This design comes from an exercise in tuning for small area and a short achievable clock period on the open sky130 flow, not from production work. In this exercise RTL edits were held to simulation tests only and were not proved equivalent to the original.

File: design/flow/config.mk
export PLATFORM = sky130hd
export DESIGN_NAME = multiplicador
export DESIGN_NICKNAME = multiplicador
export VERILOG_FILES = /design/flow/design.v
export SDC_FILE = /design/flow/constraint.sdc
export NUM_CORES = 4
export LEC_CHECK = 0
export CAP_MARGIN = 20
export CORE_MARGIN = 2
export CORE_UTILIZATION = 40
export SLEW_MARGIN = 20
File: design/flow/constraint.sdc
create_clock -name core_clock -period 7.5 [get_ports {clk}]
set_input_delay 1.5000 -clock core_clock [delete_from_list [all_inputs] [get_ports {clk}]]
set_output_delay 1.5000 -clock core_clock [all_outputs]
set_load 0.01 [all_outputs]
File: design/flow/design.v
`timescale 1ns / 1ps
module multiplicador
#(
	parameter Bit = 8,
	parameter log2M=2,
	parameter EBit = 2*Bit+log2M,
	parameter M = 4,
	parameter N = 3,
	parameter P = 3
)
(
    input [(N*M*Bit)-1:0] in1w,
    input [(M*P*Bit)-1:0] in2w,
	 input clk,
    output reg [ P*N*EBit-1:0] out
);
reg [(N*M*Bit)-1:0] in1;
reg [(M*P*Bit)-1:0] in2;
wire [ P*N*EBit-1:0] outw;
	always @(posedge clk)
		begin
		in1 <= in1w; 
		in2 <= in2w;
		out<= outw;
		end
	generate
	genvar i ,j , k ;
	for (i = 0 ; i < N ; i = i+1)
	begin : filasmatrizA
	for (j = 0 ; j < P ; j = j+1)
	begin : columnasmatrizB
	wire [EBit-1:0] interna     [M-1:0];
	wire [EBit-1:0] sumainterna [M-1:0];
	for (k = 0 ; k < M ; k = k +1 )
	begin : sen_interna
		assign interna[k] = in1[i*M*Bit+(k+1)*Bit-1 -: Bit] * in2[k*P*Bit+(j+1)*Bit-1 -: Bit];
		if (k==0) 
		begin
			assign sumainterna [k] = interna [k]; 
	   end
		else
		begin 
			assign sumainterna [k] = interna [k] + sumainterna [k-1] ;
		end	
	end 
	assign outw [(i*EBit*P)+(j+1)*(EBit)-1 -: EBit] = sumainterna [M-1];
	end 
	end 
	endgenerate
endmodule
File: design/flow/run.sh
#!/bin/bash
# synth_recipe.tcl (not shown) runs the flow's synth.tcl, then flattens the netlist and writes it again
# the make line also repeats each setting of config.mk as NAME=value (left out here)
make -C /OpenROAD-flow-scripts/flow DESIGN_CONFIG=/design/flow/config.mk WORK_HOME=/design/flow/orfs CLKGATE_MAP_FILE= SYNTH_SCRIPT=/design/flow/synth_recipe.tcl finish
==> results by group <==
Clock network
  – CTS Buf Count: 54
  – Clock slew at reported path FFs: 0.06 ns
  – Clk latency of the worst-skew pair: 0.74 ns
  – Max Root-Sink Buffers: 3
  – H-tree Lvls: 2
  – Clk root buf: clkbuf_16
  – Clock Sinks: 354
  – TritonCTS clock tree: done

Worst hold path
  – HP Class: reg -> reg

Place
  – Gpl congestion: 0.908
  – Detailed Place HPWL: 221000 um
  – IO buf count: 354
  – Pre-CTS setup slack: 0.391 ns

Routing
  – Drt wl/cell: 20.4 um
  – Post-route ant nets: 0
  – Overall routed net length: 265000 um
  – DR DRC count: 0
  – Drt via density: 4.85
  – DR vias: 62800
  – First-pass detailed-route iteration total: 5
  – DR iter-0 viols: 3618

Finish
  – FILL cells: 21800
  – Proportion of layout cells with a drive suffix above 1: 3.88%
  – Fin nets: 13300
  – Most frequent cells in the layout: inv_1 (2749), fa_1 (2016), and2_1 (1577)
  – Commonest non-fill, non-tap cell in the layout: inv_1
  – Area Overhead vs Synth: 11.2%

GRT
  – Total track usage: 23.9%
  – Pin count of the biggest net entering global routing: 25
  – Initial antenna violation count: 25
  – Grt total ovfl: 0
  – Vias in the first global route: 70700
  – Global-route wire length before repair: 416000 um

Yosys
  – Share of the synthesized area in the top cell type: 44.6%
  – Synth Register Bits: 354
  – Post-synth EDFFs: 0
  – Post-synthesis cell count: 9606
  – Synth unique cells: 57
  – Leading post-synthesis cells by cell area: fa_1 (45%), ha_1 (16%), inv_1 (11%)
  – Synthesized area: 0.0904 mm^2
  – Avg Cell Area, Syn: 9.42 um^2
  – Main synth FF type: dfxtp_1
  – Mapped Nets: 13000
  – Sequential area share after synthesis: 7.84%
  – Yosys top cell by area: fa_1
  – Post-synthesis async set-or-reset flop share: 0%
  – Warnings, synthesis: 1

Critical path
  – WP data arrival: 7.83 ns
  – Worst EP required: 8.13 ns
  – Critical path launch point type: flop
  – Crit path capture type: flop
  – CP Max Fanout: 15
  – WS Path Type: reg -> reg

Run status
  – Status: no timing/DRC/antenna violations

STA
  – Final Hold Viols: 0
  – Period utilization: 95.9%
  – RSZ-0062 raised after global routing: no
  – Clock skew: 0.0348 ns
  – Max Clk Rate: 139 MHz
  – Worst Hold Slack: 0.868 ns
  – Worst slew pin tran: 1.17 ns
  – Setup_tns: 0 ns
  – Slew Limit Fails: 0
  – Worst slew margin: 21.8%
  – Setup violators final: 0
  – Tmin final: 7.19 ns
  – Setup ws final: 0.305 ns

Die
  – Die X: 480 um
  – Top Ports: 355
  – Die height: 480 um
  – Die ar.: 0.230 mm^2
  – Initial Util: 40.2%
  – Rows: 174
  – Core area: 0.225 mm^2

Job
  – Max cap viols: 0
worst paths after layout:
path / startpoint / to / slack, ns / depth (start not counted)
setup / recovery: in2[8] / out[34] / 0.31 / 17
hold / removal: in1[56] / out[90] / 0.87 / 3
setup reg to reg: in2[8] / out[34] / 0.31 / 17
hold reg to reg: in1[56] / out[90] / 0.87 / 3
critical path, cell delays in order (launching register included):
cell and delay (ns):
dfxtp_1 1.01, buf_4 0.32, nand2_1 0.09, fa_1 0.50, fa_1 0.52, inv_1 0.06, fa_1 0.55, fa_1 0.46
fa_1 0.60, fa_1 0.46, fa_1 0.55, fa_1 0.44, ha_1 0.34, o21a_1 0.20, o21ai_0 0.24, nor3_1 0.14
o41ai_1 0.43, xnor2_1 0.17
sequential cells by signal, summed over array words and instances, names as in the netlist:
name  flops
in2      96
in1      96
out     162
per-stage QoR:
step	instance area, um^2	cells	utilization (%)
global placement	98600	12800	43.8
floorplan	90400	9606	-
detailed placement	98600	12800	43.8
finish	101000	12900	44.7
global route	101000	12900	44.7
CTS	101000	12900	44.7
layout make-up:
class / instances / area [um^2] / share of cell area (%)
inverter: 2749 / 10300 / 10.3
clock buffer: 60 / 1420 / 1.42
clock inverter: 41 / 485 / 0.483
timing repair buffer: 622 / 5880 / 5.85
multi-input combinational: 6114 / 71600 / 71.2
tap: 2992 / 3740 / 3.72
antenna: 15 / 37.5 / 0.0373
sequential: 354 / 7090 / 7.05
cell families (layout without fill, tap and decap cells):
| logic type | count (synthesis) | after routing | synth area share (%) |
|---|---|---|---|
| adder cells (fa/ha/maj) | 3177 | 3177 | 60.7 |
| multiplexers | 4 | 4 | 0.0470 |
| XOR/XNOR | 118 | 118 | 1.14 |
| AO/OA/AOI/OAI | 275 | 275 | 2.07 |
| AND/OR/NAND/NOR | 2540 | 2540 | 15.2 |
| buffers and inverters | 3138 | 3472 | 13.0 |
| other | 0 | 15 | 0 |
| flip-flops | 354 | 354 | 7.84 |
routing by layer:
layer / global-route usage (%) / vias up / part of all wire (%)
li1: - / 28000 / -
met1: 30.5 / 32400 / 40
met2: 40.1 / 1968 / 48
met3: 3.56 / 448 / 6.4
met4: 10.8 / 2 / 5.5
met5: 0 / - / 0.0045
cell usage after synthesis, drive strengths merged (14+ instances only):
cell	count
a21oi	66
o21ai	51
nor3	24
ha	1161
nand2	776
and2	1577
nand2b	14
inv	2749
xnor2	96
a21o	38
nor2	78
nor2b	19
dfxtp	354
clkbuf	387
xor2	22
o21a	35
fa	2016
what timing repair did:
action / in CTS / in global routing
hold buffers: 0 / 0
hold endpoints to repair: 0 / 0
gates resized for setup: 0 / 1
setup endpoints to repair: 0 / 1
buffers inserted: 0 / 0

-- what the ideal ports hide --
In the flow no input, the clock included, has a driving cell. The finished layout below was timed again as built, in two steps. Step 1 assumes that a clkbuf_16 drives the clock port and a buf_2 every other input. Step 2 moves the port delays by t, midway between the first and last clock arrival at a register: inputs arrive t later, outputs are due t later. That takes back most of the time a late clock gives input paths. a / b / c = no drivers / after step 1 / after step 2; a / b = the first two.
t, ns: 0.815
slack for setup (ns): 0.305 / 0.305 / 0.305
worst data-port slew with drivers (ns): 0.09
cell pins on the clock port's net: 1
After both steps setup and hold are still met in this run. For this run, drivers alone change the setup slack by 0.000 ns; drivers and shift together by 0.000 ns.
